Background: an optimization exercise with open tools, aiming at small area. Do not read the settings as production practice. Only simulation tests tie the RTL to the original design; equivalence was not proved.

// top
module top (
    input  logic clk,
    input  logic rst,
    input  logic load,
    input  logic [2:0] load_rgb,
    output logic _48b
);
    localparam [14:0] TICK_LAST = 15'd29_999;   
    logic [14:0] div_counter;
    logic tick;
    always_ff @(posedge clk) begin
        if (rst) begin
            div_counter <= 15'd0;
            tick <= 1'b0;
        end else if (div_counter == TICK_LAST) begin
            div_counter <= 15'd0;
            tick <= 1'b1;
        end else begin
            div_counter <= div_counter + 15'd1;
            tick <= 1'b0;
        end
    end
    logic       go;
    logic [3:0] wstep;      
    logic [3:0] dcnt;       
    logic [2:0] fcolr;      
    assign go = tick & ~load;
    always_ff @(posedge clk) begin
        if (rst) begin
            wstep <= 4'd0;
            dcnt <= 4'd0;
            fcolr <= 3'd0;
        end else if (go) begin
            wstep <= 4'd1;
            dcnt <= 4'd0;
            fcolr <= 3'd0;
        end else begin
            wstep <= (wstep == 4'd0 || wstep == 4'd9) ? 4'd0 : wstep + 4'd1;
            dcnt <= dcnt + 4'(load);
            fcolr <= fcolr + 3'd1 - 3'(load);
        end
    end
    logic       busy;       
    logic       cw;         
    logic [2:0] ccol;       
    logic       borrow;
    logic [2:0] jw;
    logic [7:0] wcol, wcol7;
    assign busy = go | (wstep != 4'd0 && wstep != 4'd9);
    assign cw = (wstep >= 4'd2);
    assign ccol = 3'(wstep - 4'd2);
    assign borrow = cw & ((dcnt + 4'(load)) > {1'b0, ccol});
    assign jw = fcolr - 3'd1 - 3'(load);
    always_comb begin
        for (int j = 0; j < 8; j++) begin
            wcol[j] = cw & (jw == 3'(j));
            wcol7[j] = wcol[j] & ~borrow;
        end
    end
    logic       rd;
  ...
For scale: about 320 flip-flops, roughly 7 I/O pins, ~0.020 mm2 of cells after synthesis.
Settings: LEC_CHECK=0, ABC_AREA=1, CAP_MARGIN=20, CORE_MARGIN=2, CORE_UTILIZATION=70, SLEW_MARGIN=20; clock period 10.0 ns.
run.sh (not shown) runs the stock make flow with config.mk's settings and CLKGATE_MAP_FILE= SYNTH_SCRIPT=/design/flow/synth_recipe.tcl, a recipe that flattens the netlist after the stock synthesis.
The starting point produced a clean layout.
Then changed:
--- a/flow/config.mk
+++ b/flow/config.mk
@@ -9,4 +9,4 @@
 export CAP_MARGIN = 20
 export CORE_MARGIN = 2
-export CORE_UTILIZATION = 70
+export CORE_UTILIZATION = 45
 export SLEW_MARGIN = 20
Effect: Worst setup slack gets better by 0.21 ns; area after synthesis does not change; hold slack stays flat; via count goes down by 2.0%; global-route usage came out lower by 12 points.

---

Another version of the RTL of top (not shown whole).
Size in the first run: ~1,800 cells after synthesis, about 320 flip-flops, ~7 I/O pins, ~15,000 sq um of cells after synthesis.
export LEC_CHECK = 0
export ABC_AREA = 1
export CAP_MARGIN = 0
export CORE_MARGIN = 2
export CORE_UTILIZATION = 70
export CTS_BUF_LIST = sky130_fd_sc_hd__clkbuf_8
export CTS_CLUSTER_DIAMETER = 100
export CTS_CLUSTER_SIZE = 16
export SLEW_MARGIN = 0
create_clock -name core_clock -period 10.0 [get_ports {clk}]
standard.sh (not shown) runs the stock make flow with config.mk's settings and CLKGATE_MAP_FILE= SYNTH_SCRIPT=/design/flow/synth_recipe.tcl, a recipe that flattens the netlist after the stock synthesis.
==> flow/flow/run.sh <==
#!/bin/bash
# The standard layout, except for synthesis: the combinational logic is
# mapped with an area-oriented ABC script (flow/abc_area.script) and without
# Yosys's full-adder extraction. Registers, flattening and renaming are those
# of the standard synthesis (same synth_recipe.tcl).
set -euo pipefail
rm -rf scripts_area
cp -r "$FLOW_HOME/scripts" scripts_area
cp flow/abc_area.script scripts_area/abc_area.script
bash standard.sh SCRIPTS_DIR="$PWD/scripts_area" ADDER_MAP_FILE= synth > synth.log 2>&1
bash standard.sh finish > layout.log 2>&1
==> flow/flow/abc_area.script <==
strash
&get -n
&deepsyn -T 20
&put
dch -f
amap
strash
dch -f
amap
topo
The starting point passed the timing, DRC and antenna checks.
Edit:
--- a/flow/config.mk
+++ b/flow/config.mk
@@ -8,5 +8,5 @@
 export ABC_AREA = 1
-export CAP_MARGIN = 0
+export CAP_MARGIN = 20
 export CORE_MARGIN = 2
-export CORE_UTILIZATION = 70
+export CORE_UTILIZATION = 85
 export CTS_BUF_LIST = sky130_fd_sc_hd__clkbuf_8
@@ -14,2 +14,2 @@
 export CTS_CLUSTER_SIZE = 16
-export SLEW_MARGIN = 0
+export SLEW_MARGIN = 20
With this change the flow failed in 3_1_place_gp_skip_io, error GPL-0301.
Area after synthesis is unchanged.
Synthesized cell count is unchanged.

---

build 26:
Another version of the RTL of top (not shown whole).
Size: roughly 2200 cells after synthesis, about 7 I/O pins, ~19000 sq um of cells after synthesis.
clock: 10.0 ns
lec_check: 0
abc_area: 1
cap_margin: 20
core_margin: 2
core_utilization: 70
cts_buf_list: sky130_fd_sc_hd__clkbuf_8
cts_cluster_diameter: 80
cts_cluster_size: 13
slew_margin: 20
run.sh (not shown) runs the stock make flow with config.mk's settings and CLKGATE_MAP_FILE= SYNTH_SCRIPT=/design/flow/synth_recipe.tcl, a recipe that flattens the netlist after the stock synthesis.
Stock flow here: none of the scripts above is used.
Build 26 | stages: all done | timing, DRC, antenna: all pass
#### Input delta (build 78 over build 26)
Settings: changing CTS_CLUSTER_DIAMETER from 80 to 100; changing CTS_CLUSTER_SIZE from 13 to 16.
[summary]
- Build 78 went all the way through the flow, and no timing, DRC or antenna check failed.
- Global-route met1 utilization up 0.57 points in build 78 wrt build 26
- Setup slack: build 78 less than build 26
- Build 78 vs build 26 — latest clock arrival within the worst-skew pair dropped 0.07 ns.
- Diff build 26 -> build 78: overall routing resource usage lost 0.17 points, number of fillers in the final layout up about 1.3%, horizontal die dimension about even, count of clock-net buffers in the final layout dropped 5.

## what the ideal ports hide
The flow's constraints put no driver on any port. The routed layouts listed below were extracted and timed again, unchanged, in two steps.
Step 1 (the two cells are an assumption about what drives the block):
set clk [get_ports {clk}]
set_driving_cell -lib_cell sky130_fd_sc_hd__clkbuf_16 $clk
set_driving_cell -lib_cell sky130_fd_sc_hd__buf_2 [delete_from_list [all_inputs] $clk]
Step 2 times the ports against the registers' clock, not the clock port: input delays grow and output delays shrink by t, the midpoint of the rising clock arrivals with the driver on.
Slacks: ideal ports / drivers / drivers and shift; pairs: ideal ports / drivers.
run	t, ns	slack for setup (ns)	worst setup path after step 2	slew at the worst register clock pin (ns)	pins driven straight from the clock port
the first run of note 1	0.581	1.840 / 1.865 / 1.284	input to register	0.06 / 0.06	1
the second run of note 1	0.608	2.055 / 2.079 / 1.471	input to register	0.06 / 0.06	1
the first run of note 2	0.627	1.514 / 1.532 / 0.905	input to register	0.12 / 0.12	1
build 26	0.676	2.330 / 2.350 / 1.673	input to register	0.11 / 0.11	1
build 78	0.625	2.268 / 2.289 / 1.663	input to register	0.12 / 0.12	1
After both steps every run listed still meets setup and hold. For build 26, which loses most, drivers alone change the setup slack by +0.020 ns; drivers and shift together by -0.657 ns.
